This design comes from an exercise in tuning for small area and a short achievable clock period on the open sky130 flow, not from production work. Only simulation tests tie the RTL to the original design; equivalence was not proved. Power and IR drop assume default switching activity.

--- config.mk ---
export PLATFORM = sky130hd
export DESIGN_NAME = top
export DESIGN_NICKNAME = top
export VERILOG_FILES = /design/flow/design.v
export SDC_FILE = /design/flow/constraint.sdc
export NUM_CORES = 4
export LEC_CHECK = 0
export CAP_MARGIN = 20
export CORE_MARGIN = 2
export CORE_UTILIZATION = 40
export SETUP_SLACK_MARGIN = 3.6
export SLEW_MARGIN = 20
export BUFFER_PORTS_ARGS = -buffer_cell sky130_fd_sc_hd__buf_1
export CTS_ARGS = -sink_clustering_enable -repair_clock_nets -buf_list {sky130_fd_sc_hd__clkbuf_4 sky130_fd_sc_hd__clkbuf_8} -root_buf sky130_fd_sc_hd__clkbuf_8 -dont_use_dummy_load
--- constraint.sdc ---
create_clock -name core_clock -period 7.0 [get_ports {clk}]
set_input_delay 1.4000 -clock core_clock [delete_from_list [all_inputs] [get_ports {clk}]]
set_output_delay 1.4000 -clock core_clock [all_outputs]
set_load 0.01 [all_outputs]
--- design.v ---
module control_unit(
    input clk, rst,
    input [11:0] br, bi,
    output first, last,
    output reg [2:0] sbr, sbi
);
    reg [4:0] s;
    always @(posedge clk or posedge rst) begin
        if (rst)
            s <= 5'b00001;
        else
            s <= {s[3:0], s[4]};
    end
    assign first = s[1];
    assign last  = s[4];
    always @(posedge clk) begin
        sbr <= ({3{s[0]}} & br[2:0]) | ({3{s[1]}} & br[5:3])
             | ({3{s[2]}} & br[8:6]) | ({3{s[3]}} & br[11:9]);
        sbi <= ({3{s[0]}} & bi[2:0]) | ({3{s[1]}} & bi[5:3])
             | ({3{s[2]}} & bi[8:6]) | ({3{s[3]}} & bi[11:9]);
    end
endmodule
module datapath(
    input clk, first,
    input [11:0] ar, ai,
    input [2:0] sbr, sbi,
    output [23:0] Pr, Pi
);
    wire [11:0] rp0 = ar & {12{sbr[0]}};
    wire [11:0] rn0 = ~(ai & {12{sbi[0]}});
    wire [11:0] ip0 = ar & {12{sbi[0]}};
    wire [11:0] iq0 = ai & {12{sbr[0]}};
    wire [11:0] rp1 = ar & {12{sbr[1]}};
    wire [11:0] rn1 = ~(ai & {12{sbi[1]}});
    wire [11:0] ip1 = ar & {12{sbi[1]}};
    wire [11:0] iq1 = ai & {12{sbr[1]}};
    wire [11:0] rp2 = ar & {12{sbr[2]}};
    wire [11:0] rn2 = ~(ai & {12{sbi[2]}});
    wire [11:0] ip2 = ar & {12{sbi[2]}};
    wire [11:0] iq2 = ai & {12{sbr[2]}};
    reg  [14:0]  ra;   
    reg  [11:0]  rb;   
    reg  [8:0]  rl;
    wire [15:0] zr = {1'b0, ra[14], ra[13], ra[12], ra[11], ra[10], ra[9], ra[8], ra[7], ra[6], ra[5], ra[4], ra[3], ra[2], ra[1], ra[0]}
                    + {1'b0, rb[11], rb[10], rb[9], rb[8], rb[7], rb[6], rb[5], rb[4], rb[3], rb[2], rb[1], 1'b0, 1'b0, rb[0], 1'b0};
    wire [12:0] hr = zr[15:3] | {13{first}};
    wire rs1 = rn0[0] ^ rp0[0] ^ hr[0];
    wire rc1 = rn0[0] & rp0[0] | rn0[0] & hr[0] | rp0[0] & hr[0];
    wire rs2 = rn0[1] ^ rn1[0] ^ rp0[1];
    wire rc2 = rn0[1] & rn1[0] | rn0[1] & rp0[1] | rn1[0] & rp0[1];
    wire rs3 = rp1[0] ^ rs2 ^ hr[1];
    wire rc3 = rp1[0] & rs2 | rp1[0] & hr[1] | rs2 & hr[1];
    wire rs4 = rn0[2] ^ rn1[1] ^ rn2[0];
    wire rc4 = rn0[2] & rn1[1] | rn0[2] & rn2[0] | rn1[1] & rn2[0];
    wire rs5 = rp0[2] ^ rp1[1] ^ rp2[0];
    wire rc5 = rp0[2] & rp1[1] | rp0[2] & rp2[0] | rp1[1] & rp2[0];
    wire rs6 = rc2 ^ rs4 ^ rs5;
    wire rc6 = rc2 & rs4 | rc2 & rs5 | rs4 & rs5;
    wire rs7 = hr[2] ^ rs6 ^ rc3;
    wire rc7 = hr[2] & rs6 | hr[2] & rc3 | rs6 & rc3;
    wire rs8 = rn0[3] ^ rn1[2] ^ rn2[1];
    wire rc8 = rn0[3] & rn1[2] | rn0[3] & rn2[1] | rn1[2] & rn2[1];
    wire rs9 = rp0[3] ^ rp1[2] ^ rp2[1];
    wire rc9 = rp0[3] & rp1[2] | rp0[3] & rp2[1] | rp1[2] & rp2[1];
    wire rs10 = rc4 ^ rc5 ^ rs8;
    wire rc10 = rc4 & rc5 | rc4 & rs8 | rc5 & rs8;
    wire rs11 = rs9 ^ hr[3] ^ rc6;
    wire rc11 = rs9 & hr[3] | rs9 & rc6 | hr[3] & rc6;
    wire rs12 = rs10 ^ rs11 ^ rc7;
    wire rc12 = rs10 & rs11 | rs10 & rc7 | rs11 & rc7;
    wire rs13 = rn0[4] ^ rn1[3] ^ rn2[2];
    wire rc13 = rn0[4] & rn1[3] | rn0[4] & rn2[2] | rn1[3] & rn2[2];
    wire rs14 = rp0[4] ^ rp1[3] ^ rp2[2];
    wire rc14 = rp0[4] & rp1[3] | rp0[4] & rp2[2] | rp1[3] & rp2[2];
    wire rs15 = rc8 ^ rc9 ^ rs13;
    wire rc15 = rc8 & rc9 | rc8 & rs13 | rc9 & rs13;
    wire rs16 = rs14 ^ hr[4] ^ rc10;
    wire rc16 = rs14 & hr[4] | rs14 & rc10 | hr[4] & rc10;
    wire rs17 = rs15 ^ rc11 ^ rs16;
    wire rc17 = rs15 & rc11 | rs15 & rs16 | rc11 & rs16;
    wire rs18 = rn0[5] ^ rn1[4] ^ rn2[3];
    wire rc18 = rn0[5] & rn1[4] | rn0[5] & rn2[3] | rn1[4] & rn2[3];
    wire rs19 = rp0[5] ^ rp1[4] ^ rp2[3];
    wire rc19 = rp0[5] & rp1[4] | rp0[5] & rp2[3] | rp1[4] & rp2[3];
    wire rs20 = rc13 ^ rc14 ^ rs18;
    wire rc20 = rc13 & rc14 | rc13 & rs18 | rc14 & rs18;
    wire rs21 = rs19 ^ hr[5] ^ rc15;
    wire rc21 = rs19 & hr[5] | rs19 & rc15 | hr[5] & rc15;
    wire rs22 = rs20 ^ rc16 ^ rs21;
    wire rc22 = rs20 & rc16 | rs20 & rs21 | rc16 & rs21;
    wire rs23 = rn0[6] ^ rn1[5] ^ rn2[4];
    wire rc23 = rn0[6] & rn1[5] | rn0[6] & rn2[4] | rn1[5] & rn2[4];
    wire rs24 = rp0[6] ^ rp1[5] ^ rp2[4];
    wire rc24 = rp0[6] & rp1[5] | rp0[6] & rp2[4] | rp1[5] & rp2[4];
    wire rs25 = rc18 ^ rc19 ^ rs23;
    wire rc25 = rc18 & rc19 | rc18 & rs23 | rc19 & rs23;
    wire rs26 = rs24 ^ hr[6] ^ rc20;
    wire rc26 = rs24 & hr[6] | rs24 & rc20 | hr[6] & rc20;
    wire rs27 = rs25 ^ rc21 ^ rs26;
    wire rc27 = rs25 & rc21 | rs25 & rs26 | rc21 & rs26;
    wire rs28 = rn0[7] ^ rn1[6] ^ rn2[5];
    wire rc28 = rn0[7] & rn1[6] | rn0[7] & rn2[5] | rn1[6] & rn2[5];
    wire rs29 = rp0[7] ^ rp1[6] ^ rp2[5];
    wire rc29 = rp0[7] & rp1[6] | rp0[7] & rp2[5] | rp1[6] & rp2[5];
    wire rs30 = rc23 ^ rc24 ^ rs28;
    wire rc30 = rc23 & rc24 | rc23 & rs28 | rc24 & rs28;
    wire rs31 = rs29 ^ hr[7] ^ rc25;
    wire rc31 = rs29 & hr[7] | rs29 & rc25 | hr[7] & rc25;
    wire rs32 = rs30 ^ rc26 ^ rs31;
    wire rc32 = rs30 & rc26 | rs30 & rs31 | rc26 & rs31;
    wire rs33 = rn0[8] ^ rn1[7] ^ rn2[6];
    wire rc33 = rn0[8] & rn1[7] | rn0[8] & rn2[6] | rn1[7] & rn2[6];
    wire rs34 = rp0[8] ^ rp1[7] ^ rp2[6];
    wire rc34 = rp0[8] & rp1[7] | rp0[8] & rp2[6] | rp1[7] & rp2[6];
    wire rs35 = rc28 ^ rc29 ^ rs33;
    wire rc35 = rc28 & rc29 | rc28 & rs33 | rc29 & rs33;
    wire rs36 = rs34 ^ hr[8] ^ rc30;
    wire rc36 = rs34 & hr[8] | rs34 & rc30 | hr[8] & rc30;
    wire rs37 = rs35 ^ rc31 ^ rs36;
    wire rc37 = rs35 & rc31 | rs35 & rs36 | rc31 & rs36;
    wire rs38 = rn0[9] ^ rn1[8] ^ rn2[7];
    wire rc38 = rn0[9] & rn1[8] | rn0[9] & rn2[7] | rn1[8] & rn2[7];
    wire rs39 = rp0[9] ^ rp1[8] ^ rp2[7];
    wire rc39 = rp0[9] & rp1[8] | rp0[9] & rp2[7] | rp1[8] & rp2[7];
    wire rs40 = rc33 ^ rc34 ^ rs38;
    wire rc40 = rc33 & rc34 | rc33 & rs38 | rc34 & rs38;
    wire rs41 = rs39 ^ hr[9] ^ rc35;
    wire rc41 = rs39 & hr[9] | rs39 & rc35 | hr[9] & rc35;
    wire rs42 = rs40 ^ rc36 ^ rs41;
    wire rc42 = rs40 & rc36 | rs40 & rs41 | rc36 & rs41;
    wire rs43 = rn0[10] ^ rn1[9] ^ rn2[8];
    wire rc43 = rn0[10] & rn1[9] | rn0[10] & rn2[8] | rn1[9] & rn2[8];
    wire rs44 = rp0[10] ^ rp1[9] ^ rp2[8];
    wire rc44 = rp0[10] & rp1[9] | rp0[10] & rp2[8] | rp1[9] & rp2[8];
    wire rs45 = rc38 ^ rc39 ^ rs43;
    wire rc45 = rc38 & rc39 | rc38 & rs43 | rc39 & rs43;
    wire rs46 = rs44 ^ hr[10] ^ rc40;
    wire rc46 = rs44 & hr[10] | rs44 & rc40 | hr[10] & rc40;
    wire rs47 = rs45 ^ rc41 ^ rs46;
    wire rc47 = rs45 & rc41 | rs45 & rs46 | rc41 & rs46;
    wire rs48 = rn0[11] ^ rn1[10] ^ rn2[9];
    wire rc48 = rn0[11] & rn1[10] | rn0[11] & rn2[9] | rn1[10] & rn2[9];
    wire rs49 = rp0[11] ^ rp1[10] ^ rp2[9];
    wire rc49 = rp0[11] & rp1[10] | rp0[11] & rp2[9] | rp1[10] & rp2[9];
    wire rs50 = rc43 ^ rc44 ^ rs48;
    wire rc50 = rc43 & rc44 | rc43 & rs48 | rc44 & rs48;
    wire rs51 = rs49 ^ hr[11] ^ rc45;
    wire rc51 = rs49 & hr[11] | rs49 & rc45 | hr[11] & rc45;
    wire rs52 = rs50 ^ rc46 ^ rs51;
    wire rc52 = rs50 & rc46 | rs50 & rs51 | rc46 & rs51;
    wire rs53 = rn1[11] ^ rn2[10] ^ rp1[11];
    wire rc53 = rn1[11] & rn2[10] | rn1[11] & rp1[11] | rn2[10] & rp1[11];
    wire rs54 = rp2[10] ^ rc48 ^ rc49;
    wire rc54 = rp2[10] & rc48 | rp2[10] & rc49 | rc48 & rc49;
    wire rs55 = rs53 ^ hr[12] ^ rc50;
    wire rc55 = rs53 & hr[12] | rs53 & rc50 | hr[12] & rc50;
    wire rs56 = rs54 ^ rc51 ^ rs55;
    wire rc56 = rs54 & rc51 | rs54 & rs55 | rc51 & rs55;
    wire rs57 = rn2[11] ^ rp2[11] ^ rc53;
    wire rc57 = rn2[11] & rp2[11] | rn2[11] & rc53 | rp2[11] & rc53;
    wire rs58 = rc54 ^ rs57 ^ rc55;
    wire rc58 = rc54 & rs57 | rc54 & rc55 | rs57 & rc55;
    always @(posedge clk) begin
        ra <= {rc57, rc56, rc52, rc47, rc42, rc37, rc32, rc27, rc22, rc17, rc12, rs12, rs7, rc1, rs1};
        rb <= {rc58, rs58, rs56, rs52, rs47, rs42, rs37, rs32, rs27, rs22, rs17, rs3};
        rl <= {zr[2:0], rl[8:3]};
    end
    reg  [14:0]  ia;   
    reg  [11:0]  ib;   
    reg  [8:0]  il;
    wire [15:0] zi = {1'b0, ia[14], ia[13], ia[12], ia[11], ia[10], ia[9], ia[8], ia[7], ia[6], ia[5], ia[4], ia[3], ia[2], ia[1], ia[0]}
                    + {1'b0, ib[11], ib[10], ib[9], ib[8], ib[7], ib[6], ib[5], ib[4], ib[3], ib[2], ib[1], 1'b0, 1'b0, ib[0], 1'b0};
    wire [12:0] hi = zi[15:3] & {13{~first}};
    wire is1 = ip0[0] ^ iq0[0] ^ hi[0];
    wire ic1 = ip0[0] & iq0[0] | ip0[0] & hi[0] | iq0[0] & hi[0];
    wire is2 = ip0[1] ^ ip1[0] ^ iq0[1];
    wire ic2 = ip0[1] & ip1[0] | ip0[1] & iq0[1] | ip1[0] & iq0[1];
    wire is3 = iq1[0] ^ is2 ^ hi[1];
    wire ic3 = iq1[0] & is2 | iq1[0] & hi[1] | is2 & hi[1];
    wire is4 = ip0[2] ^ ip1[1] ^ ip2[0];
    wire ic4 = ip0[2] & ip1[1] | ip0[2] & ip2[0] | ip1[1] & ip2[0];
    wire is5 = iq0[2] ^ iq1[1] ^ iq2[0];
    wire ic5 = iq0[2] & iq1[1] | iq0[2] & iq2[0] | iq1[1] & iq2[0];
    wire is6 = ic2 ^ is4 ^ is5;
    wire ic6 = ic2 & is4 | ic2 & is5 | is4 & is5;
    wire is7 = hi[2] ^ is6 ^ ic3;
    wire ic7 = hi[2] & is6 | hi[2] & ic3 | is6 & ic3;
    wire is8 = ip0[3] ^ ip1[2] ^ ip2[1];
    wire ic8 = ip0[3] & ip1[2] | ip0[3] & ip2[1] | ip1[2] & ip2[1];
    wire is9 = iq0[3] ^ iq1[2] ^ iq2[1];
    wire ic9 = iq0[3] & iq1[2] | iq0[3] & iq2[1] | iq1[2] & iq2[1];
    wire is10 = ic4 ^ ic5 ^ is8;
    wire ic10 = ic4 & ic5 | ic4 & is8 | ic5 & is8;
    wire is11 = is9 ^ hi[3] ^ ic6;
    wire ic11 = is9 & hi[3] | is9 & ic6 | hi[3] & ic6;
    wire is12 = is10 ^ is11 ^ ic7;
    wire ic12 = is10 & is11 | is10 & ic7 | is11 & ic7;
    wire is13 = ip0[4] ^ ip1[3] ^ ip2[2];
    wire ic13 = ip0[4] & ip1[3] | ip0[4] & ip2[2] | ip1[3] & ip2[2];
    wire is14 = iq0[4] ^ iq1[3] ^ iq2[2];
    wire ic14 = iq0[4] & iq1[3] | iq0[4] & iq2[2] | iq1[3] & iq2[2];
    wire is15 = ic8 ^ ic9 ^ is13;
    wire ic15 = ic8 & ic9 | ic8 & is13 | ic9 & is13;
    wire is16 = is14 ^ hi[4] ^ ic10;
    wire ic16 = is14 & hi[4] | is14 & ic10 | hi[4] & ic10;
    wire is17 = is15 ^ ic11 ^ is16;
    wire ic17 = is15 & ic11 | is15 & is16 | ic11 & is16;
    wire is18 = ip0[5] ^ ip1[4] ^ ip2[3];
    wire ic18 = ip0[5] & ip1[4] | ip0[5] & ip2[3] | ip1[4] & ip2[3];
    wire is19 = iq0[5] ^ iq1[4] ^ iq2[3];
    wire ic19 = iq0[5] & iq1[4] | iq0[5] & iq2[3] | iq1[4] & iq2[3];
    wire is20 = ic13 ^ ic14 ^ is18;
    wire ic20 = ic13 & ic14 | ic13 & is18 | ic14 & is18;
    wire is21 = is19 ^ hi[5] ^ ic15;
    wire ic21 = is19 & hi[5] | is19 & ic15 | hi[5] & ic15;
    wire is22 = is20 ^ ic16 ^ is21;
    wire ic22 = is20 & ic16 | is20 & is21 | ic16 & is21;
    wire is23 = ip0[6] ^ ip1[5] ^ ip2[4];
    wire ic23 = ip0[6] & ip1[5] | ip0[6] & ip2[4] | ip1[5] & ip2[4];
    wire is24 = iq0[6] ^ iq1[5] ^ iq2[4];
    wire ic24 = iq0[6] & iq1[5] | iq0[6] & iq2[4] | iq1[5] & iq2[4];
    wire is25 = ic18 ^ ic19 ^ is23;
    wire ic25 = ic18 & ic19 | ic18 & is23 | ic19 & is23;
    wire is26 = is24 ^ hi[6] ^ ic20;
    wire ic26 = is24 & hi[6] | is24 & ic20 | hi[6] & ic20;
    wire is27 = is25 ^ ic21 ^ is26;
    wire ic27 = is25 & ic21 | is25 & is26 | ic21 & is26;
    wire is28 = ip0[7] ^ ip1[6] ^ ip2[5];
    wire ic28 = ip0[7] & ip1[6] | ip0[7] & ip2[5] | ip1[6] & ip2[5];
    wire is29 = iq0[7] ^ iq1[6] ^ iq2[5];
    wire ic29 = iq0[7] & iq1[6] | iq0[7] & iq2[5] | iq1[6] & iq2[5];
    wire is30 = ic23 ^ ic24 ^ is28;
    wire ic30 = ic23 & ic24 | ic23 & is28 | ic24 & is28;
    wire is31 = is29 ^ hi[7] ^ ic25;
    wire ic31 = is29 & hi[7] | is29 & ic25 | hi[7] & ic25;
    wire is32 = is30 ^ ic26 ^ is31;
    wire ic32 = is30 & ic26 | is30 & is31 | ic26 & is31;
    wire is33 = ip0[8] ^ ip1[7] ^ ip2[6];
    wire ic33 = ip0[8] & ip1[7] | ip0[8] & ip2[6] | ip1[7] & ip2[6];
    wire is34 = iq0[8] ^ iq1[7] ^ iq2[6];
    wire ic34 = iq0[8] & iq1[7] | iq0[8] & iq2[6] | iq1[7] & iq2[6];
    wire is35 = ic28 ^ ic29 ^ is33;
    wire ic35 = ic28 & ic29 | ic28 & is33 | ic29 & is33;
    wire is36 = is34 ^ hi[8] ^ ic30;
    wire ic36 = is34 & hi[8] | is34 & ic30 | hi[8] & ic30;
    wire is37 = is35 ^ ic31 ^ is36;
    wire ic37 = is35 & ic31 | is35 & is36 | ic31 & is36;
    wire is38 = ip0[9] ^ ip1[8] ^ ip2[7];
    wire ic38 = ip0[9] & ip1[8] | ip0[9] & ip2[7] | ip1[8] & ip2[7];
    wire is39 = iq0[9] ^ iq1[8] ^ iq2[7];
    wire ic39 = iq0[9] & iq1[8] | iq0[9] & iq2[7] | iq1[8] & iq2[7];
    wire is40 = ic33 ^ ic34 ^ is38;
    wire ic40 = ic33 & ic34 | ic33 & is38 | ic34 & is38;
    wire is41 = is39 ^ hi[9] ^ ic35;
    wire ic41 = is39 & hi[9] | is39 & ic35 | hi[9] & ic35;
    wire is42 = is40 ^ ic36 ^ is41;
    wire ic42 = is40 & ic36 | is40 & is41 | ic36 & is41;
    wire is43 = ip0[10] ^ ip1[9] ^ ip2[8];
    wire ic43 = ip0[10] & ip1[9] | ip0[10] & ip2[8] | ip1[9] & ip2[8];
    wire is44 = iq0[10] ^ iq1[9] ^ iq2[8];
    wire ic44 = iq0[10] & iq1[9] | iq0[10] & iq2[8] | iq1[9] & iq2[8];
    wire is45 = ic38 ^ ic39 ^ is43;
    wire ic45 = ic38 & ic39 | ic38 & is43 | ic39 & is43;
    wire is46 = is44 ^ hi[10] ^ ic40;
    wire ic46 = is44 & hi[10] | is44 & ic40 | hi[10] & ic40;
    wire is47 = is45 ^ ic41 ^ is46;
    wire ic47 = is45 & ic41 | is45 & is46 | ic41 & is46;
    wire is48 = ip0[11] ^ ip1[10] ^ ip2[9];
    wire ic48 = ip0[11] & ip1[10] | ip0[11] & ip2[9] | ip1[10] & ip2[9];
    wire is49 = iq0[11] ^ iq1[10] ^ iq2[9];
    wire ic49 = iq0[11] & iq1[10] | iq0[11] & iq2[9] | iq1[10] & iq2[9];
    wire is50 = ic43 ^ ic44 ^ is48;
    wire ic50 = ic43 & ic44 | ic43 & is48 | ic44 & is48;
    wire is51 = is49 ^ hi[11] ^ ic45;
    wire ic51 = is49 & hi[11] | is49 & ic45 | hi[11] & ic45;
    wire is52 = is50 ^ ic46 ^ is51;
    wire ic52 = is50 & ic46 | is50 & is51 | ic46 & is51;
    wire is53 = ip1[11] ^ ip2[10] ^ iq1[11];
    wire ic53 = ip1[11] & ip2[10] | ip1[11] & iq1[11] | ip2[10] & iq1[11];
    wire is54 = iq2[10] ^ ic48 ^ ic49;
    wire ic54 = iq2[10] & ic48 | iq2[10] & ic49 | ic48 & ic49;
    wire is55 = is53 ^ hi[12] ^ ic50;
    wire ic55 = is53 & hi[12] | is53 & ic50 | hi[12] & ic50;
    wire is56 = is54 ^ ic51 ^ is55;
    wire ic56 = is54 & ic51 | is54 & is55 | ic51 & is55;
    wire is57 = ip2[11] ^ iq2[11] ^ ic53;
    wire ic57 = ip2[11] & iq2[11] | ip2[11] & ic53 | iq2[11] & ic53;
    wire is58 = ic54 ^ is57 ^ ic55;
    wire ic58 = ic54 & is57 | ic54 & ic55 | is57 & ic55;
    always @(posedge clk) begin
        ia <= {ic57, ic56, ic52, ic47, ic42, ic37, ic32, ic27, ic22, ic17, ic12, is12, is7, ic1, is1};
        ib <= {ic58, is58, is56, is52, is47, is42, is37, is32, is27, is22, is17, is3};
        il <= {zi[2:0], il[8:3]};
    end
    assign Pr = {zr[14:0], rl};
    assign Pi = {zi[14:0], il};
endmodule
module top(
    input rst, clk,
    input [11:0] ar, ai, br, bi,
    output [23:0] Pi, Pr
);
    wire       first, last;
    wire [2:0] sbr, sbi;
    control_unit uut1(
        .clk(clk), .rst(rst), .br(br), .bi(bi),
        .first(first), .last(last), .sbr(sbr), .sbi(sbi)
    );
    datapath uut2(
        .clk(clk), .first(first),
        .ar(ar), .ai(ai), .sbr(sbr), .sbi(sbi),
        .Pr(Pr), .Pi(Pi)
    );
endmodule
--- flow/run.sh ---
#!/bin/bash
# The standard layout (standard.sh) with two changes to how the layout
# is made:
#  - the port buffers are buf_1 cells instead of the delay cells that
#    buffer_ports picks by default;
#  - clock tree synthesis uses small clock buffers and no dummy loads.
# The tool output goes to standard.log in this folder.
set -e
cat >> config.mk <<'EOC'
export BUFFER_PORTS_ARGS = -buffer_cell sky130_fd_sc_hd__buf_1
export CTS_ARGS = -sink_clustering_enable -repair_clock_nets -buf_list {sky130_fd_sc_hd__clkbuf_4 sky130_fd_sc_hd__clkbuf_8} -root_buf sky130_fd_sc_hd__clkbuf_8 -dont_use_dummy_load
EOC
bash standard.sh > standard.log 2>&1
--- standard.sh ---
#!/bin/bash
# synth_recipe.tcl (not shown) runs the flow's synth.tcl, then flattens the netlist and writes it again
# the make line also repeats each setting of config.mk as NAME=value (left out here)
make -C /OpenROAD-flow-scripts/flow DESIGN_CONFIG=/design/flow/config.mk WORK_HOME=/design/flow/orfs CLKGATE_MAP_FILE= SYNTH_SCRIPT=/design/flow/synth_recipe.tcl "${@:-finish}"
==> impl_table.tex, run 1 <==
\begin{tabular}{lr}
\hline
Metric & Value \\
\hline
\multicolumn{2}{l}{\textbf{Timing}} \\
\quad Unrepaired setup endpoints after global routing & yes \\
\quad Slew of the pin with the lowest slew margin & 0.819 ns \\
\quad Final max-slew violation count & 0 \\
\quad Shortest period the worst path allows & around 3.6 ns \\
\quad Setup violations, final & 0 \\
\quad Maximum clock skew at final layout & between 0.015 and 0.02 ns \\
\quad Hold Worst Slack & between 0.3 and 0.4 ns \\
\quad Worst Slack Setup Final & 3.43 ns \\
\quad Final Hold Fails & 0 \\
\quad Fmax & between 200 and 300 MHz \\
\quad Max-slew headroom at the worst pin & 45.3\% \\
\quad Ratio of final minimum period to clock period & 51.0\% \\
\quad Total negative slack & 0 ns \\
\multicolumn{2}{l}{\textbf{Synthesis}} \\
\quad Cell Area, Synth & between 0.006 and 0.007 sq mm \\
\quad Register bit count reported by yosys & 83 \\
\quad Predominant post-synthesis flop cell & sky130\_fd\_sc\_hd\_\_dfxtp\_1 \\
\quad Synth warnings & 2 \\
\quad Distinct cell type count after synthesis & 50 \\
\quad EDFF count, synth & 0 \\
\quad Post-synthesis cell count & 690 \\
\quad Net count after synthesis & 882 \\
\quad Fraction of registers with async set or reset after synthesis & 6.02\% \\
\quad Synth Area per Inst & 9.73 sq um \\
\quad Sequential cell area fraction in the yosys report & 25.1\% \\
\multicolumn{2}{l}{\textbf{Clocking}} \\
\quad Clock tree from TritonCTS & done \\
\quad Clk sink count & 83 \\
\quad H-tree depth & 3 \\
\quad Buffer type at the clock tree root & sky130\_fd\_sc\_hd\_\_clkbuf\_8 \\
\quad Clock latency of the later-clocked register in the worst-skew pair & 0.35 ns \\
\quad TritonCTS Buffers & 9 \\
\quad Clock slew at reported path FFs & around 0.080 ns \\
\quad Number of buffers inserted by hold repair at cts & 0 \\
\quad CTS max path bufs & 2 \\
\multicolumn{2}{l}{\textbf{Min path}} \\
\quad Hold EP & uut2.rl[1]\$\_DFF\_P\_ \\
\quad Startpoint of the worst hold path & uut2.rl[4]\$\_DFF\_P\_ \\
\quad Type of the tightest min-delay check & flop to flop \\
\quad Worst hold path depth & 0 \\
\multicolumn{2}{l}{\textbf{Setup path}} \\
\quad Capturing point of the worst reg2reg path & uut2.rb[6]\$\_DFF\_P\_ \\
\quad Number of cells on the worst reg-to-reg path & 7 \\
\quad Required @ worst endpoint & 5.60 ns \\
\quad Reg2Reg Launch Point & uut1.sbi[0]\$\_DFF\_P\_ \\
\quad Class of the most critical setup path & flop to output port \\
\quad Nature of the critical path endpoint & output port \\
\quad Critical path fanouts, max & 6 \\
\quad CP arrival & 2.17 ns \\
\quad Flop2flop setup slack & 3.92 ns \\
\quad Critical Path Start Type & flop \\
\multicolumn{2}{l}{\textbf{Final layout}} \\
\quad Post-synthesis to final-layout area growth & 19.4\% \\
\quad Commonest non-fill, non-tap cell in the layout & sky130\_fd\_sc\_hd\_\_inv\_1 \\
\quad Final net count & 991 \\
\quad Ratio of cells with drive above 1 in the final layout & 18.7\% \\
\quad Filler cells & 1599 \\
\quad Commonest cells after routing, fill and taps aside & sky130\_fd\_sc\_hd\_\_inv\_1 (133), sky130\_fd\_sc\_hd\_\_fa\_1 (95), sky130\_fd\_sc\_hd\_\_nand2\_1 (88), sky130\_fd\_sc\_hd\_\_dfxtp\_1 (70), sky130\_fd\_sc\_hd\_\_and2\_1 (69) \\
\multicolumn{2}{l}{\textbf{Floorplan}} \\
\quad \# IOs & around 100 \\
\quad Area of the die & 0.0178 sq mm \\
\quad Floorplan Core Area & 0.0165 sq mm \\
\quad Floorplan die height & between 100 and 150 um \\
\quad Initial core utilization & 40.8\% \\
\quad Die Width & 134 um \\
\quad Number of standard-cell rows in the floorplan & 47 \\
\multicolumn{2}{l}{\textbf{Placement}} \\
\quad Minimum setup slack after placement & between 3 and 4 ns \\
\quad Post-detail-place hpwl & approximately 10000 um \\
\quad Port-buffer cells & 97 \\
\quad Final weighted congestion in routability-driven placement & 0.726 \\
\multicolumn{2}{l}{\textbf{Power and ir drop}} \\
\quad Sequential share of power & 62.0\% \\
\quad Cell Pwr Density & 95.0 mW/mm\^{}2 \\
\quad Pwr Total & 0.000762 W \\
\quad Comb power frac & 3.1\% \\
\quad Worst VDD drop & 0.0885 mV \\
\quad Internal & 0.000596 W \\
\quad Share of total power consumed by net switching & 21.8\% \\
\quad Leakage power & 3.62 nW \\
\quad Total net switching power & 0.000166 W \\
\quad Share of power burned in the clock network & a little over a third \\
\multicolumn{2}{l}{\textbf{Detailed routing}} \\
\quad Post-route DRC & 0 \\
\quad Detailed router's first-iteration violation count & 201 \\
\quad Via count & between 4k and 5k \\
\quad Drt pass-1 iters & 4 \\
\quad Routed wire length & approximately 14000 um \\
\quad Per-cell via count in the routed design & between 4 and 5 \\
\quad Remaining antenna violation count after routing & 0 \\
\quad Detailed-route wire length per cell & 13.3 um \\
\multicolumn{2}{l}{\textbf{Global route}} \\
\quad Number of global-route vias before repair & between 5k and 6k \\
\quad Antenna violations before repair & 2 \\
\quad Pin count of the biggest net entering global routing & 25 \\
\quad GRT Overall Usage & about 16\% \\
\quad Gr ovfl total & 0 \\
\quad First-pass GRT wire length & 23400 um \\
\multicolumn{2}{l}{\textbf{Run}} \\
\quad Number of violations of the max-capacitance limit & 0 \\
\multicolumn{2}{l}{\textbf{Status}} \\
\quad Result of the run & finished clean \\
\hline
\end{tabular}
registers in the layout (all words and copies together) (netlist names):
register	count
uut2.ib	12
uut1.s	5
uut1.sbi	3
uut2.ra	15
uut2.il	9
uut2.rl	9
uut1.sbr	3
uut2.rb	12
uut2.ia	15
power by group through the flow:
stage | combinational (W) | sequential (W) | clock [W]
3_3_place_gp | 0.0000204 | 0.000483 | 0
4_1_cts | 0.0000218 | 0.000472 | 0.000279
2_1_floorplan | 0.000000637 | 0.000483 | 0
6_report | 0.0000233 | 0.000472 | 0.000266
3_5_place_dp | 0.0000211 | 0.000483 | 0
5_1_grt | 0.0000262 | 0.000472 | 0.000296
cell usage after synthesis, drive strengths merged (3+ instances only):
cell,n,area (sq um)
and2,80,500
a211oi,3,27.5
o21a,4,30.0
nand3,5,25.0
nand2,90,338
o21ai,9,45.0
xnor2,15,131
clkbuf,17,65.1
o211ai,4,30.0
a21o,5,37.5
inv,134,503
nor3,5,30.0
a21oi,13,68.8
or2,5,31.3
o22ai,3,18.8
xor2,6,52.6
a31oi,4,25.0
ha,26,325
dfxtp,78,1560
a22oi,13,97.6
nor2,19,71.3
dfrtp,4,100
fa,116,2320
nand2b,5,31.3
repair_timing:
action	in CTS	in global routing
cloned	0	0
endpoints found under the setup margin	23	34
pin swaps	23	11
gates resized for setup	53	48
setup buffers	12	4
per-layer routing:
layer | vias to the layer above | share of wire, % | track usage (%)
met5 | - | 0 | 0
met4 | 0 | 1.1 | 3.49
met2 | 127 | 50 | 28.5
met1 | 2412 | 43 | 20.8
met3 | 15 | 5.5 | 3.61
li1 | 2308 | - | -
final cells by class:
type                       count  area (sq um)  area share (%)
sequential                    83          1700            21.2
multi-input combinational    454          4850            60.5
antenna                        1          2.50          0.0312
tap                          220           275            3.43
timing repair buffer         117           564            7.04
clock buffer                   9           124            1.55
inverter                     134           503            6.27
cells by family (layout without fill, tap and decap cells):
kind of cell,count (synthesis),after routing,synth area share (%)
xor gates and xnor gates,21,21,2.74
and+or+nand+nor,221,221,16.6
buffers and inverters,153,260,8.69
muxes,2,2,0.335
DFF,83,83,25.1
AOI/OAI and AO/OA,68,68,7.08
other,0,1,0
adders and majority gates,142,142,39.4
per-stage QoR:
stage               instances  utilization (%)  instance area (sq um)
global placement          992             44.8                   7370
detailed placement        992             44.8                   7370
floorplan                 690                -                   6780
global route             1017             48.7                   8010
CTS                      1013             47.7                   7850
finish                   1018             48.7                   8020
worst max-delay path, cell delays in order (launching register included):
cell                      delay (ns)
sky130_fd_sc_hd__dfxtp_1        0.30
sky130_fd_sc_hd__ha_2           0.38
sky130_fd_sc_hd__a21o_1         0.23
sky130_fd_sc_hd__a31oi_2        0.10
sky130_fd_sc_hd__or4_1          0.55
sky130_fd_sc_hd__o311a_1        0.13
sky130_fd_sc_hd__buf_2          0.14
worst max path at each step:
stage	slack [ns]	cells after the start	startpoint	endpoint
6_report	3.43	6	uut2.ia[11]$_DFF_P_	Pi[23]
5_1_grt	3.34	7	uut2.ia[8]$_DFF_P_	Pi[23]
4_1_cts	3.40	8	uut2.ia[4]$_DFF_P_	Pi[23]
3_5_place_dp	3.17	9	ai[0]	uut2.ia[3]$_DFF_P_
3_3_place_gp	3.21	9	ai[0]	uut2.ia[3]$_DFF_P_
2_1_floorplan	3.51	8	ai[0]	uut2.ia[3]$_DFF_P_
==> run 2: changes to the inputs <==
--- a/config.mk
+++ b/config.mk
@@ -10,3 +10,2 @@
 export CORE_UTILIZATION = 40
-export SETUP_SLACK_MARGIN = 3.6
 export SLEW_MARGIN = 20
==> impl_table.tex, run 2 <==
\begin{tabular}{lr}
\hline
Metric & Value \\
\hline
\multicolumn{2}{l}{\textbf{Power and ir drop}} \\
\quad Internal & 0.000593 W \\
\quad Pwr Total & 0.000757 W \\
\quad Cell Pwr Density & 102 mW/mm\^{}2 \\
\quad Sequential share of power & 62.4\% \\
\quad Share of total power consumed by net switching & roughly 22\% \\
\quad Leakage power & between 3 and 4 nW \\
\quad Worst VDD drop & approximately 0.084 mV \\
\quad Comb power frac & under 10\% \\
\quad Total net switching power & 0.000164 W \\
\quad Share of power burned in the clock network & a little over a third \\
\multicolumn{2}{l}{\textbf{Timing}} \\
\quad Slew of the pin with the lowest slew margin & just under 0.9 ns \\
\quad Total negative slack & 0 ns \\
\quad Maximum clock skew at final layout & a little under 0.02 ns \\
\quad Final max-slew violation count & 0 \\
\quad Shortest period the worst path allows & 3.87 ns \\
\quad Final Hold Fails & 0 \\
\quad Setup violations, final & 0 \\
\quad Max-slew headroom at the worst pin & 40.7\% \\
\quad Ratio of final minimum period to clock period & between 50 and 60\% \\
\quad Worst Slack Setup Final & 3.13 ns \\
\quad Fmax & 258 MHz \\
\quad Unrepaired setup endpoints after global routing & no \\
\multicolumn{2}{l}{\textbf{Detailed routing}} \\
\quad Routed wire length & between 10000 and 15000 um \\
\quad Per-cell via count in the routed design & 4.78 \\
\quad Detailed router's first-iteration violation count & 168 \\
\quad Remaining antenna violation count after routing & 0 \\
\quad Detailed-route wire length per cell & 12.9 um \\
\quad Drt pass-1 iters & 5 \\
\quad Post-route DRC & 0 \\
\quad Via count & 4784 \\
\multicolumn{2}{l}{\textbf{Placement}} \\
\quad Final weighted congestion in routability-driven placement & 0.762 \\
\quad Post-detail-place hpwl & 10300 um \\
\quad Port-buffer cells & 97 \\
\quad Minimum setup slack after placement & between 3 and 4 ns \\
\multicolumn{2}{l}{\textbf{Synthesis}} \\
\quad Leading cell types by total area after synthesis & sky130\_fd\_sc\_hd\_\_fa\_1 (35\%), sky130\_fd\_sc\_hd\_\_dfxtp\_1 (23\%), sky130\_fd\_sc\_hd\_\_inv\_1 (7.5\%) \\
\quad Most used standard cell by instance count after synthesis & sky130\_fd\_sc\_hd\_\_inv\_1 \\
\quad Sequential cell area fraction in the yosys report & 25.1\% \\
\quad Net count after synthesis & 882 \\
\quad Largest area contributor in the netlist & sky130\_fd\_sc\_hd\_\_fa\_1 \\
\quad Area share of the leading cell type in the synthesized netlist & 34.6\% \\
\quad Distinct cell type count after synthesis & 50 \\
\quad Synth warnings & 2 \\
\quad Predominant post-synthesis flop cell & sky130\_fd\_sc\_hd\_\_dfxtp\_1 \\
\quad Register bit count reported by yosys & between 80 and 90 \\
\quad Post-synthesis cell count & 690 \\
\quad EDFF count, synth & 0 \\
\quad Synth Area per Inst & 9.73 sq um \\
\quad Synth top cells by count & sky130\_fd\_sc\_hd\_\_inv\_1 (134), sky130\_fd\_sc\_hd\_\_fa\_1 (116), sky130\_fd\_sc\_hd\_\_nand2\_1 (90) \\
\quad Fraction of registers with async set or reset after synthesis & 6.02\% \\
\quad Cell Area, Synth & 0.00671 sq mm \\
\multicolumn{2}{l}{\textbf{Setup path}} \\
\quad Flop2flop setup slack & between 3 and 4 ns \\
\quad Nature of the critical path endpoint & output port \\
\quad Required @ worst endpoint & approximately 5.6 ns \\
\quad Critical Path Start Type & flop \\
\quad Critical path fanouts, max & 5 \\
\quad CP arrival & 2.47 ns \\
\quad Class of the most critical setup path & flop to output port \\
\multicolumn{2}{l}{\textbf{Clocking}} \\
\quad H-tree depth & 3 \\
\quad Clock slew at reported path FFs & 0.07 ns \\
\quad Clock tree from TritonCTS & done \\
\quad Number of buffers inserted by hold repair at cts & 0 \\
\quad Clk sink count & between 80 and 90 \\
\quad Number of buffers inserted to repair setup after CTS & 0 \\
\quad Resize count post-CTS & 0 \\
\quad TritonCTS Buffers & 9 \\
\quad Buffer type at the clock tree root & sky130\_fd\_sc\_hd\_\_clkbuf\_8 \\
\quad CTS max path bufs & 2 \\
\quad Clock latency of the later-clocked register in the worst-skew pair & 0.38 ns \\
\multicolumn{2}{l}{\textbf{Global route}} \\
\quad First-pass GRT wire length & 22200 um \\
\quad Number of global-route vias before repair & between 4k and 5k \\
\quad GRT Overall Usage & 15.8\% \\
\quad Pin count of the biggest net entering global routing & 25 \\
\quad Gr ovfl total & 0 \\
\quad Antenna violations before repair & 0 \\
\multicolumn{2}{l}{\textbf{Final layout}} \\
\quad Registers with the highest flip-flop counts & uut2.ia (15), uut2.ra (15) \\
\quad Final net count & approximately 970 \\
\quad Commonest cells after routing, fill and taps aside & sky130\_fd\_sc\_hd\_\_inv\_1 (134), sky130\_fd\_sc\_hd\_\_fa\_1 (116), sky130\_fd\_sc\_hd\_\_buf\_1 (97), sky130\_fd\_sc\_hd\_\_nand2\_1 (90), sky130\_fd\_sc\_hd\_\_and2\_1 (80) \\
\quad Count of inserted antenna diode cells & 0 \\
\quad Post-route core utilization & 45.1\% \\
\quad Commonest non-fill, non-tap cell in the layout & sky130\_fd\_sc\_hd\_\_inv\_1 \\
\quad Ratio of cells with drive above 1 in the final layout & 3.08\% \\
\quad Post-synthesis to final-layout area growth & 10.5\% \\
\multicolumn{2}{l}{\textbf{Floorplan}} \\
\quad Initial core utilization & 40.8\% \\
\quad \# IOs & 98 \\
\quad Floorplan die height & about 130 um \\
\quad Die Width & around 130 um \\
\quad Area of the die & approximately 0.018 sq mm \\
\quad Number of standard-cell rows in the floorplan & 47 \\
\quad Floorplan Core Area & between 0.015 and 0.02 sq mm \\
\multicolumn{2}{l}{\textbf{Run}} \\
\quad Number of violations of the max-capacitance limit & 0 \\
\multicolumn{2}{l}{\textbf{Status}} \\
\quad Result of the run & finished clean \\
\multicolumn{2}{l}{\textbf{Min path}} \\
\quad Type of the tightest min-delay check & flop to flop \\
\hline
\end{tabular}
## run 2: cells by family (layout without fill, tap and decap cells)
logic type	count (synthesis)	in the layout	share of synthesized area (%)
flip-flops	83	83	25.1
XOR/XNOR	21	21	2.74
multiplexers	2	2	0.335
AND/OR/NAND/NOR	221	221	16.6
adder cells (fa/ha/maj)	142	142	39.4
AO/OA/AOI/OAI	68	68	7.08
buffers and inverters	153	243	8.69
## run 2: per-layer routing
metal	GRT usage, %	routed length [um]	vias up
li1	-	-	2275
met1	19.7	5470	2388
met2	26.7	6520	107
met3	4.49	740	14
met4	4.61	173	0
met5	0	0	-
## run 2: through the flow
stage                     cell area, sq um  instances  hold slack [ns]
final                                 7420       1000            0.352
after global routing                  7420       1000            0.361
after CTS                             7420       1000            0.354
after detailed placement              7290        991            0.337
after global placement                7290        991            0.334
after floorplan                       6710        690            0.332
## run 2: power by group through the flow
stage	clock network, W	registers [W]	logic, W
CTS	0.000281	0.000472	0.0000213
global placement	0	0.000483	0.0000209
floorplan	0	0.000483	0.000000638
global route	0.000297	0.000472	0.0000238
detailed placement	0	0.000483	0.0000212
finish	0.000264	0.000472	0.0000210
## run 2: final timing paths
check / startpoint / depth (start not counted) / to
setup / recovery: uut2.ib[1]$_DFF_P_ / 7 / Pi[23]
hold / removal: uut2.il[3]$_DFF_P_ / 0 / uut2.il[0]$_DFF_P_
setup reg to reg: uut1.sbr[2]$_DFF_P_ / 8 / uut2.ia[3]$_DFF_P_
hold reg to reg: uut2.il[3]$_DFF_P_ / 0 / uut2.il[0]$_DFF_P_
max in group asynchronous: rst / 2 / uut1.s[0]$_DFF_PP1_
min in group asynchronous: rst / 2 / uut1.s[2]$_DFF_PP0_
## run 2: worst max-delay path, cell delays in order, from the launching register on
cell                       delay [ns]
sky130_fd_sc_hd__dfxtp_1         0.31
sky130_fd_sc_hd__ha_1            0.34
sky130_fd_sc_hd__nand4_1         0.19
sky130_fd_sc_hd__a211oi_2        0.34
sky130_fd_sc_hd__nor3_2          0.13
sky130_fd_sc_hd__or4_1           0.51
sky130_fd_sc_hd__o311a_1         0.14
sky130_fd_sc_hd__buf_1           0.13
## run 2: final cells by class
type / count / area [sq um]
clock buffer: 9 / 124
tap: 220 / 275
multi-input combinational: 454 / 4440
fill: 1672 / 9050
inverter: 134 / 503
sequential: 83 / 1690
timing repair buffer: 100 / 387
==> run 3: changes to the inputs <==
--- a/flow/run.sh
+++ b/flow/run.sh
@@ -1,3 +1,3 @@
 #!/bin/bash
-# The standard layout (standard.sh) with two changes to how the layout
+# The standard layout (standard.sh) with these changes to how the layout
 # is made:
@@ -5,4 +5,6 @@
 #    buffer_ports picks by default;
-#  - clock tree synthesis uses small clock buffers and no dummy loads.
-# The tool output goes to standard.log in this folder.
+#  - clock tree synthesis uses small clock buffers and no dummy loads;
+#  - after the standard synthesis, polarity.py removes the inverters that
+#    extract_fa leaves between full adders (same function, same registers).
+# Each tool's output goes to a log file in this folder.
 set -e
@@ -12,2 +14,7 @@
 EOC
+bash standard.sh synth > synth.log 2>&1
+R=orfs/results/sky130hd/top/base
+cp $R/1_2_yosys.v yosys_netlist.v
+python3 flow/polarity.py yosys_netlist.v $R/1_2_yosys.v > polarity.log 2>&1
+rm -f $R/1_synth.odb $R/1_synth.sdc
 bash standard.sh > standard.log 2>&1
==> flow/polarity.py (new file) <==
#!/usr/bin/env python3
"""Inverter clean-up for a Yosys gate netlist (sky130hd), function preserved.

Yosys's extract_fa often maps a full adder in its inverted form, which leaves
inverters between full adders. A full adder is self-dual:
FA(~a, ~b, ~c) = (~sum, ~cout). This script chooses for every fa_1 whether it
works on true or inverted values, and for every and2/nand2 and or2/nor2 gate
which of the two it is, so as to need as few inverters as possible; then it
rewrites the netlist with at most one inverter per net.
Registers, ports and all other cells are left as they are.

usage: polarity.py IN.v OUT.v
"""
import random
import re
import sys

P = "sky130_fd_sc_hd__"
INV = {P + "inv_1", P + "inv_2"}
FA = P + "fa_1"
# Pairs of cells with the same inputs whose outputs are each other's inverse.
AREA = {"and2_1": 6.2560, "nand2_1": 3.7536, "or2_1": 6.2560, "nor2_1": 3.7536,
        "and3_1": 6.2560, "nand3_1": 5.0048, "or3_1": 6.2560, "nor3_1": 5.0048,
        "a21o_1": 7.5072, "a21oi_1": 5.0048, "o21a_1": 7.5072, "o21ai_0": 5.0048,
        "a22o_1": 8.7584, "a22oi_1": 7.5072, "o22a_1": 8.7584, "o22ai_1": 6.2560,
        "xor2_1": 8.7584, "xnor2_1": 8.7584}
PAIRS = [("and2_1", "X", "nand2_1", "Y"), ("or2_1", "X", "nor2_1", "Y"),
         ("and3_1", "X", "nand3_1", "Y"), ("or3_1", "X", "nor3_1", "Y"),
         ("a21o_1", "X", "a21oi_1", "Y"), ("o21a_1", "X", "o21ai_0", "Y"),
         ("a22o_1", "X", "a22oi_1", "Y"), ("o22a_1", "X", "o22ai_1", "Y"),
         ("xor2_1", "X", "xnor2_1", "Y")]
SWAP = {}
for a, ap, b, bp in PAIRS:
    SWAP[P + a] = (P + b, ap, bp, AREA[a] - AREA[b])
    SWAP[P + b] = (P + a, bp, ap, AREA[b] - AREA[a])
OUTPINS = {"X", "Y", "Q", "Q_N", "SUM", "COUT", "HI", "LO"}
INV_AREA = 3.7536

src = open(sys.argv[1]).read()
m = re.search(r"^module\s+(\w+)\s*\((.*?)\);", src, re.M | re.S)
ports = set(p.strip() for p in m.group(2).split(","))
body_start = m.end()
end = src.rindex("endmodule")

cell_re = re.compile(r"^\s*(" + P + r"\w+)\s+(\S+)\s*\((.*?)\);\s*$", re.M | re.S)
pin_re = re.compile(r"\.(\w+)\(\s*(.*?)\s*\)")
cells = {}
order = []
for cm in cell_re.finditer(src, body_start, end):
    typ, name, conns = cm.group(1), cm.group(2), cm.group(3)
    pins = {p: n for p, n in pin_re.findall(conns)}
    cells[name] = [typ, pins]
    order.append(name)


def base(net):
    return net.split("[")[0].lstrip("\\").strip()


def is_port(net):
    return base(net) in ports


driver = {}
loads = {}
for name, (typ, pins) in cells.items():
    for p, n in pins.items():
        if p in OUTPINS:
            driver[n] = (name, p)
        else:
            loads.setdefault(n, []).append((name, p))

# Inverters that may be removed: internal nets on both sides.
removable = set()
for name, (typ, pins) in cells.items():
    if typ in INV and not is_port(pins["A"]) and not is_port(pins["Y"]):
        removable.add(name)


def root_of(net):
    par = 0
    while net in driver and driver[net][0] in removable:
        net = cells[driver[net][0]][1]["A"]
        par ^= 1
    return net, par


# For every root net: its flippable driver (if any) and its load pins with
# the parity each saw through the removable inverters.
roots = {}
def collect(net, par, r):
    for (c, p) in loads.get(net, []):
        if c in removable:
            collect(cells[c][1]["Y"], par ^ 1, r)
        else:
            roots[r]["loads"].append((c, p, par))

for net in set(list(driver) + list(loads)):
    if net in driver and driver[net][0] in removable:
        continue
    roots[net] = {"loads": []}
    collect(net, 0, net)

var_of_root = {}
for r in roots:
    if r in driver:
        c, p = driver[r]
        if cells[c][0] == FA or cells[c][0] in SWAP:
            var_of_root[r] = c
# A cell that drives a port keeps its polarity.
for r in list(var_of_root):
    if is_port(r):
        fixed = var_of_root[r]
        for r2 in [x for x, v in var_of_root.items() if v == fixed]:
            del var_of_root[r2]
variables = sorted(set(var_of_root.values()))
flip = {v: 0 for v in variables}
roots_of_var = {v: set() for v in variables}
for r, v in var_of_root.items():
    roots_of_var[v].add(r)
for r, d in roots.items():
    for (c, p, par) in d["loads"]:
        if cells[c][0] == FA:
            roots_of_var[c].add(r)


def root_cost(r):
    fd = flip.get(var_of_root.get(r), 0)
    need = False
    for (c, p, par) in roots[r]["loads"]:
        fl = flip[c] if cells[c][0] == FA else 0
        if (par ^ fl) != fd:
            need = True
            break
    return INV_AREA if need else 0.0


def var_cost(v):
    return SWAP[cells[v][0]][3] * (-1 if flip[v] else 0) if cells[v][0] in SWAP else 0.0


def total():
    return sum(root_cost(r) for r in roots) + sum(var_cost(v) for v in variables if cells[v][0] in SWAP)


def delta(v):
    rs = roots_of_var[v]
    before = sum(root_cost(r) for r in rs) + var_cost(v)
    flip[v] ^= 1
    after = sum(root_cost(r) for r in rs) + var_cost(v)
    flip[v] ^= 1
    return after - before


start = total()
random.seed(1)
best, best_flip = start, dict(flip)
for restart in range(20):
    if restart:
        flip = dict(best_flip)
        for v in random.sample(variables, max(1, len(variables) // 10)):
            flip[v] ^= 1
    improved = True
    while improved:
        improved = False
        for v in variables:
            if delta(v) < -1e-9:
                flip[v] ^= 1
                improved = True
    t = total()
    if t < best - 1e-9:
        best, best_flip = t, dict(flip)
flip = best_flip

# Rewrite.
def esc(n):
    return n + " " if n.startswith("\\") else n


newinv = []
newnets = []
for r in sorted(roots):
    d = roots[r]
    fd = flip.get(var_of_root.get(r), 0)
    inv_net = None
    for (c, p, par) in d["loads"]:
        fl = flip[c] if cells[c][0] == FA else 0
        if (par ^ fl) != fd:
            if inv_net is None:
                k = len(newinv)
                inv_net = f"polnet_{k}"
                newnets.append(inv_net)
                newinv.append((f"polinv_{k}", r, inv_net))
            cells[c][1][p] = inv_net
        else:
            cells[c][1][p] = r
for v in variables:
    if flip[v] and cells[v][0] in SWAP:
        typ, pins = cells[v]
        nt, op, np_, _ = SWAP[typ]
        pins[np_] = pins.pop(op)
        cells[v][0] = nt
for c in removable:
    del cells[c]

used = set()
for typ, pins in cells.values():
    used.update(pins.values())
for (_, a, y) in newinv:
    used.add(a)
    used.add(y)

out = [src[:body_start]]
decl_re = re.compile(r"^\s*wire\s+(\[[^\]]*\]\s*)?(\S+)\s*;\s*$")
for line in src[body_start:end].split("\n"):
    if cell_re.match(line + "\n") or line.strip().startswith(P):
        break
    dm = decl_re.match(line)
    if dm and not dm.group(1) and not is_port(dm.group(2)):
        name = dm.group(2)
        if name not in used and name + " " not in used and name.strip() not in {u.strip() for u in used}:
            continue
    out.append(line + "\n")
for n in newnets:
    out.append(f"  wire {n};\n")
for name in order:
    if name not in cells:
        continue
    typ, pins = cells[name]
    conns = ",\n".join(f"    .{p}({esc(n)})" for p, n in pins.items())
    out.append(f"  {typ} {name} (\n{conns}\n  );\n")
for (name, a, y) in newinv:
    out.append(f"  {P}inv_1 {name} (\n    .A({esc(a)}),\n    .Y({esc(y)})\n  );\n")
out.append(src[end:])
open(sys.argv[2], "w").write("".join(out))
nflip = sum(flip.values())
if len(sys.argv) > 3:
    from collections import Counter
    why = Counter()
    for (name, a, y) in newinv:
        d = driver.get(a)
        dt = cells[d[0]][0].replace(P, "") if d and d[0] in cells else "port/none"
        lt = tuple(sorted(set(cells[c][0].replace(P, "") + "." + p for (c, p, par) in roots[a]["loads"])))
        why[(dt, lt)] += 1
    for k, v in why.most_common():
        print(v, k)
print(f"polarity: removed {len(removable)} inverters, added {len(newinv)}, "
      f"flipped {nflip} of {len(variables)} cells; cost {start:.1f} -> {best:.1f}")
==> impl_table.tex, run 3 <==
\begin{tabular}{lr}
\hline
Metric & Value \\
\hline
\multicolumn{2}{l}{\textbf{Power and ir drop}} \\
\quad Worst VDD drop & about 0.074 mV \\
\quad Share of power burned in the clock network & 34.5\% \\
\quad Cell Pwr Density & between 100 and 150 mW/mm\^{}2 \\
\quad Share of total power consumed by net switching & 21.3\% \\
\quad Leakage power & 3.06 nW \\
\quad Total net switching power & 0.000161 W \\
\quad Sequential share of power & 62.6\% \\
\quad Internal & 0.000594 W \\
\quad Comb power frac & 2.8\% \\
\multicolumn{2}{l}{\textbf{Setup path}} \\
\quad Critical path fanouts, max & 5 \\
\quad Nature of the critical path endpoint & output port \\
\quad Required @ worst endpoint & around 5.6 ns \\
\quad Class of the most critical setup path & flop to output port \\
\quad Critical Path Start Type & flop \\
\quad CP arrival & 2.43 ns \\
\multicolumn{2}{l}{\textbf{Clocking}} \\
\quad Clock latency of the later-clocked register in the worst-skew pair & 0.35 ns \\
\quad Clock tree from TritonCTS & done \\
\quad Number of buffers inserted to repair setup after CTS & 0 \\
\quad TritonCTS Buffers & 9 \\
\quad Clock slew at reported path FFs & 0.08 ns \\
\quad Number of buffers inserted by hold repair at cts & 0 \\
\quad H-tree depth & 3 \\
\quad CTS max path bufs & 2 \\
\quad Resize count post-CTS & 0 \\
\quad Clk sink count & slightly above 80 \\
\quad Buffer type at the clock tree root & sky130\_fd\_sc\_hd\_\_clkbuf\_8 \\
\multicolumn{2}{l}{\textbf{Timing}} \\
\quad Max-slew headroom at the worst pin & 39.9\% \\
\quad Final max-slew violation count & 0 \\
\quad Total negative slack & 0 ns \\
\quad Slew of the pin with the lowest slew margin & approximately 0.90 ns \\
\quad Setup violations, final & 0 \\
\quad Final Hold Fails & 0 \\
\quad Unrepaired setup endpoints after global routing & no \\
\quad Shortest period the worst path allows & 3.83 ns \\
\quad Maximum clock skew at final layout & between 0.02 and 0.025 ns \\
\quad Fmax & between 200 and 300 MHz \\
\quad Ratio of final minimum period to clock period & 54.7\% \\
\multicolumn{2}{l}{\textbf{Run}} \\
\quad Number of violations of the max-capacitance limit & 0 \\
\multicolumn{2}{l}{\textbf{Global route}} \\
\quad Number of global-route vias before repair & 4792 \\
\quad Antenna violations before repair & 0 \\
\quad First-pass GRT wire length & 21900 um \\
\quad Gr ovfl total & 0 \\
\quad GRT Overall Usage & 16.4\% \\
\quad Pin count of the biggest net entering global routing & 25 \\
\multicolumn{2}{l}{\textbf{Floorplan}} \\
\quad Initial core utilization & 40.6\% \\
\quad \# IOs & 98 \\
\quad Floorplan Core Area & $\sim$0.016 sq mm \\
\quad Die Width & 130 um \\
\quad Floorplan die height & 130 um \\
\quad Number of standard-cell rows in the floorplan & 46 \\
\quad Area of the die & roughly 0.017 sq mm \\
\multicolumn{2}{l}{\textbf{Final layout}} \\
\quad Post-route core utilization & 44.9\% \\
\quad Count of inserted antenna diode cells & 0 \\
\quad Final net count & 889 \\
\quad Commonest cells after routing, fill and taps aside & sky130\_fd\_sc\_hd\_\_fa\_1 (116), sky130\_fd\_sc\_hd\_\_nand2\_1 (98), sky130\_fd\_sc\_hd\_\_buf\_1 (97), sky130\_fd\_sc\_hd\_\_dfxtp\_1 (78), sky130\_fd\_sc\_hd\_\_and2\_1 (72) \\
\quad Registers with the highest flip-flop counts & uut2.ia (15), uut2.ra (15) \\
\quad Commonest non-fill, non-tap cell in the layout & sky130\_fd\_sc\_hd\_\_fa\_1 \\
\quad Post-synthesis to final-layout area growth & 10.7\% \\
\quad Ratio of cells with drive above 1 in the final layout & 3.17\% \\
\multicolumn{2}{l}{\textbf{Placement}} \\
\quad Final weighted congestion in routability-driven placement & 0.751 \\
\quad Post-detail-place hpwl & 10200 um \\
\quad Port-buffer cells & between 90 and 100 \\
\multicolumn{2}{l}{\textbf{Synthesis}} \\
\quad Post-synthesis cell count & about 600 \\
\quad Cell Area, Synth & 0.00640 sq mm \\
\quad Synth warnings & 2 \\
\quad Net count after synthesis & between 700 and 800 \\
\quad Synth Area per Inst & 10.5 sq um \\
\multicolumn{2}{l}{\textbf{Detailed routing}} \\
\quad Via count & around 4.5k \\
\quad Post-route DRC & 0 \\
\quad Routed wire length & 12600 um \\
\quad Detailed router's first-iteration violation count & roughly 170 \\
\quad Per-cell via count in the routed design & 4.91 \\
\quad Detailed-route wire length per cell & 13.9 um \\
\quad Drt pass-1 iters & 4 \\
\quad Remaining antenna violation count after routing & 0 \\
\multicolumn{2}{l}{\textbf{Min path}} \\
\quad Type of the tightest min-delay check & flop to flop \\
\multicolumn{2}{l}{\textbf{Status}} \\
\quad Result of the run & finished clean \\
\hline
\end{tabular}
==> run 3: cell types whose count changed in the layout (fill, tap and decap cells not counted) <==
cell / previous run / this run
sky130_fd_sc_hd__or2_1: 0 / 6
sky130_fd_sc_hd__buf_4: 3 / 1
sky130_fd_sc_hd__nand2_1: 90 / 98
sky130_fd_sc_hd__and2_1: 80 / 72
sky130_fd_sc_hd__nor2_1: 19 / 13
sky130_fd_sc_hd__inv_1: 134 / 51
==> run 3: area by class of cell <==
cell class | count | area (sq um)
sequential | 83 | 1690
fill | 1535 | 8690
multi-input combinational | 454 | 4440
inverter | 51 | 191
tap | 216 | 270
timing repair buffer | 98 | 372
clock buffer | 9 | 124
==> run 3: worst max-delay path, cell delays in order (launching register included) <==
cell and delay (ns):
sky130_fd_sc_hd__dfxtp_1 0.30, sky130_fd_sc_hd__ha_1 0.34, sky130_fd_sc_hd__nand4_1 0.18, sky130_fd_sc_hd__a211oi_2 0.35
sky130_fd_sc_hd__nor3_2 0.13, sky130_fd_sc_hd__or4_1 0.51, sky130_fd_sc_hd__o311a_1 0.14, sky130_fd_sc_hd__buf_1 0.13
==> run 3: metal layers <==
layer / up-vias / wire [um] / share of wire (%) / global-route usage, %
li1: 2107 / - / - / -
met1: 2223 / 5260 / 42 / 20.5
met2: 128 / 6500 / 52 / 29.2
met3: 11 / 744 / 5.9 / 3.71
met4: 0 / 111 / 0.88 / 3.32
met5: - / 0 / 0 / 0
==> run 3: through the flow <==
| step | cell area (sq um) | power, W | worst slack [ns] | cells | hold slack [ns] |
|---|---|---|---|---|---|
| floorplan | 6400 | 0.000484 | 3.44 | 607 | 0.332 |
| global placement | 6960 | 0.000503 | 3.21 | 902 | 0.334 |
| detailed placement | 6960 | 0.000504 | 3.13 | 902 | 0.335 |
| CTS | 7080 | 0.000768 | 3.15 | 911 | 0.354 |
| global route | 7080 | 0.000788 | 3.03 | 911 | 0.364 |
| finish | 7080 | 0.000754 | 3.17 | 911 | 0.352 |
==> run 3: path summary, 6_finish.rpt <==
kind | startpoint | endpoint | slack (ns) | cells past startpoint
setup / recovery | uut2.ib[1]$_DFF_P_ | Pi[23] | 3.17 | 7
hold / removal | uut2.rl[3]$_DFF_P_ | uut2.rl[0]$_DFF_P_ | 0.35 | 0
setup reg to reg | uut1.sbi[0]$_DFF_P_ | uut2.ib[8]$_DFF_P_ | 3.88 | 6
hold reg to reg | uut2.rl[3]$_DFF_P_ | uut2.rl[0]$_DFF_P_ | 0.35 | 0
max in group asynchronous | rst | uut1.s[0]$_DFF_PP1_ | 5.88 | 2
min in group asynchronous | rst | uut1.s[3]$_DFF_PP0_ | 0.89 | 2
==> run 3: power groups by stage <==
stage | combinational (W) | clock (W) | sequential [W]
final | 0.0000214 | 0.000260 | 0.000472
after global routing | 0.0000244 | 0.000292 | 0.000472
after CTS | 0.0000214 | 0.000275 | 0.000472
after detailed placement | 0.0000213 | 0 | 0.000483
after global placement | 0.0000202 | 0 | 0.000483
after floorplan | 0.000000641 | 0 | 0.000483
==> run 4: changes to the inputs <==
--- a/config.mk
+++ b/config.mk
@@ -10,2 +10,3 @@
 export CORE_UTILIZATION = 40
+export SETUP_SLACK_MARGIN = 3.45
 export SLEW_MARGIN = 20
==> impl_table.tex, run 4 <==
\begin{tabular}{lr}
\hline
Metric & Value \\
\hline
\multicolumn{2}{l}{\textbf{Status}} \\
\quad Result of the run & finished clean \\
\multicolumn{2}{l}{\textbf{Global route}} \\
\quad Gr ovfl total & 0 \\
\quad GRT Overall Usage & 16.4\% \\
\quad First-pass GRT wire length & 21900 um \\
\quad Antenna violations before repair & 0 \\
\quad Number of global-route vias before repair & approximately 4.8k \\
\quad Pin count of the biggest net entering global routing & 25 \\
\multicolumn{2}{l}{\textbf{Setup path}} \\
\quad Class of the most critical setup path & flop to output port \\
\quad Nature of the critical path endpoint & output port \\
\quad Flop2flop setup slack & 3.89 ns \\
\quad Required @ worst endpoint & 5.60 ns \\
\quad Number of cells on the worst reg-to-reg path & 6 \\
\quad Critical Path Start Type & flop \\
\quad Critical path fanouts, max & 6 \\
\quad CP arrival & 2.21 ns \\
\multicolumn{2}{l}{\textbf{Placement}} \\
\quad Post-detail-place hpwl & $\sim$10000 um \\
\quad Port-buffer cells & 97 \\
\quad Final weighted congestion in routability-driven placement & 0.753 \\
\quad Area of placed instances & 0.00696 sq mm \\
\multicolumn{2}{l}{\textbf{Detailed routing}} \\
\quad Drt pass-1 iters & 6 \\
\quad Detailed router's first-iteration violation count & approximately 160 \\
\quad Routed wire length & 13000 um \\
\quad Post-route DRC & 0 \\
\quad Remaining antenna violation count after routing & 0 \\
\quad Detailed-route wire length per cell & 14.1 um \\
\quad Per-cell via count in the routed design & 4.91 \\
\quad Via count & $\sim$4.5k \\
\multicolumn{2}{l}{\textbf{Timing}} \\
\quad Final max-slew violation count & 0 \\
\quad Unrepaired setup endpoints after global routing & yes \\
\quad Setup violations, final & 0 \\
\quad Fmax & 277 MHz \\
\quad Maximum clock skew at final layout & roughly 0.023 ns \\
\quad Total negative slack & 0 ns \\
\quad Max-slew headroom at the worst pin & about 40\% \\
\quad Final Hold Fails & 0 \\
\quad Ratio of final minimum period to clock period & roughly 52\% \\
\quad Shortest period the worst path allows & 3.61 ns \\
\quad Slew of the pin with the lowest slew margin & 0.896 ns \\
\multicolumn{2}{l}{\textbf{Clocking}} \\
\quad H-tree depth & 3 \\
\quad CTS max path bufs & 2 \\
\quad Clock latency of the later-clocked register in the worst-skew pair & between 0.3 and 0.4 ns \\
\quad Clk sink count & 83 \\
\quad Clock tree from TritonCTS & done \\
\quad Clock slew at reported path FFs & around 0.080 ns \\
\quad Buffer type at the clock tree root & sky130\_fd\_sc\_hd\_\_clkbuf\_8 \\
\quad TritonCTS Buffers & 9 \\
\multicolumn{2}{l}{\textbf{Synthesis}} \\
\quad Post-synthesis cell count & 607 \\
\quad Cell Area, Synth & between 0.006 and 0.007 sq mm \\
\quad Synth Area per Inst & 10.5 sq um \\
\quad Synth warnings & 2 \\
\quad Net count after synthesis & 799 \\
\multicolumn{2}{l}{\textbf{Run}} \\
\quad Number of violations of the max-capacitance limit & 0 \\
\multicolumn{2}{l}{\textbf{Final layout}} \\
\quad Post-synthesis to final-layout area growth & 15.4\% \\
\quad Final net count & 897 \\
\quad Count of inserted antenna diode cells & 0 \\
\quad Commonest non-fill, non-tap cell in the layout & sky130\_fd\_sc\_hd\_\_fa\_1 \\
\quad Non-Filler Cell Area, Final & 0.00738 sq mm \\
\quad Ratio of cells with drive above 1 in the final layout & 9.25\% \\
\quad Commonest cells after routing, fill and taps aside & sky130\_fd\_sc\_hd\_\_fa\_1 (115), sky130\_fd\_sc\_hd\_\_nand2\_1 (98), sky130\_fd\_sc\_hd\_\_buf\_1 (91), sky130\_fd\_sc\_hd\_\_and2\_1 (72), sky130\_fd\_sc\_hd\_\_dfxtp\_1 (72) \\
\quad Registers with the highest flip-flop counts & uut2.ia (15), uut2.ra (15) \\
\multicolumn{2}{l}{\textbf{Floorplan}} \\
\quad Floorplan Core Area & $\sim$0.016 sq mm \\
\quad Area of the die & 0.0170 sq mm \\
\quad Floorplan die height & 130 um \\
\quad Number of standard-cell rows in the floorplan & 46 \\
\quad Initial core utilization & just over 40\% \\
\quad Die Width & between 100 and 150 um \\
\quad \# IOs & slightly below 100 \\
\multicolumn{2}{l}{\textbf{Power and ir drop}} \\
\quad Leakage power & between 3 and 4 nW \\
\quad Worst VDD drop & 0.0745 mV \\
\quad Cell Pwr Density & just over 100 mW/mm\^{}2 \\
\multicolumn{2}{l}{\textbf{Min path}} \\
\quad Type of the tightest min-delay check & flop to flop \\
\quad Worst hold path depth & 0 \\
\hline
\end{tabular}
run 4: layout make-up:
type / instances / area [sq um]
fill: 1554 / 8390
inverter: 51 / 191
timing repair buffer: 106 / 439
multi-input combinational: 454 / 4660
clock buffer: 9 / 124
sequential: 83 / 1700
tap: 216 / 270
run 4: through the flow:
step / hold slack (ns) / power [W] / worst slack [ns] / cells / util, %
6_report: 0.352 / 0.000753 / 3.39 / 919 / 46.8
3_5_place_dp: 0.335 / 0.000504 / 3.18 / 902 / 44.1
4_1_cts: 0.355 / 0.000765 / 3.32 / 914 / 45.9
5_1_grt: 0.364 / 0.000791 / 3.26 / 919 / 46.8
2_1_floorplan: 0.332 / 0.000484 / 3.46 / 607 / -
3_3_place_gp: 0.334 / 0.000503 / 3.22 / 902 / 44.1
run 4: final timing paths:
kind,start,end
max,uut2.ia[9]$_DFF_P_,Pi[23]
min,uut2.rl[7]$_DFF_P_,uut2.rl[4]$_DFF_P_
max reg2reg,uut1.sbr[0]$_DFF_P_,uut2.ra[3]$_DFF_P_
min reg2reg,uut2.rl[7]$_DFF_P_,uut2.rl[4]$_DFF_P_
max in group asynchronous,rst,uut1.s[0]$_DFF_PP1_
min in group asynchronous,rst,uut1.s[3]$_DFF_PP0_
run 4: where the power goes:
group / total [W] / internal [W] / switching (W)
Sequential: 0.000472 / 0.000472 / 0
Clock: 0.000260 / 0.000115 / 0.000145
Combinational: 0.0000210 / 0.00000632 / 0.0000146
run 4: timing repair:
item | CTS | global route
pin swaps | 10 | 13
resized for setup | 22 | 22
endpoints found under the setup margin | 10 | 11
hold buffers | 0 | 0
buffers inserted | 3 | 5
run 4: routing by layer:
layer | up-vias | track usage (%) | share of wire (%)
li1 | 2114 | - | -
met1 | 2262 | 20.1 | 41
met2 | 125 | 29.5 | 52
met3 | 11 | 3.87 | 5.6
met4 | 0 | 3.94 | 0.89
met5 | - | 0 | 0
run 4: worst max-delay path, cell delays in order (launching register included):
cell                       delay [ns]
sky130_fd_sc_hd__dfxtp_1         0.30
sky130_fd_sc_hd__ha_2            0.37
sky130_fd_sc_hd__o21ai_1         0.09
sky130_fd_sc_hd__nand2b_1        0.11
sky130_fd_sc_hd__a31oi_2         0.17
sky130_fd_sc_hd__or4_4           0.57
sky130_fd_sc_hd__o311a_1         0.13
sky130_fd_sc_hd__buf_2           0.14

## separate check: timing with driven ports
How much do the figures lean on ideal ports? The routed layouts below were timed once more, with nothing changed but the port constraints.
Step 1 sets driving cells, clkbuf_16 on the clock port and buf_2 on the other inputs (assumed; they add their load-dependent delay and slew).
Step 2 times the ports against the registers' clock, not the clock port: input delays grow and output delays shrink by t, the midpoint of the rising clock arrivals with the driver on.
a / b / c = no drivers / after step 1 / after step 2; a / b = the first two.
run	shift t [ns]	setup slack, ns
run 1	0.374	3.432 / 3.396 / 3.265
run 2	0.406	3.129 / 3.093 / 3.095
run 3	0.372	3.173 / 3.141 / 3.131
run 4	0.381	3.386 / 3.351 / 3.160
After both steps setup and hold are still met in every run listed.
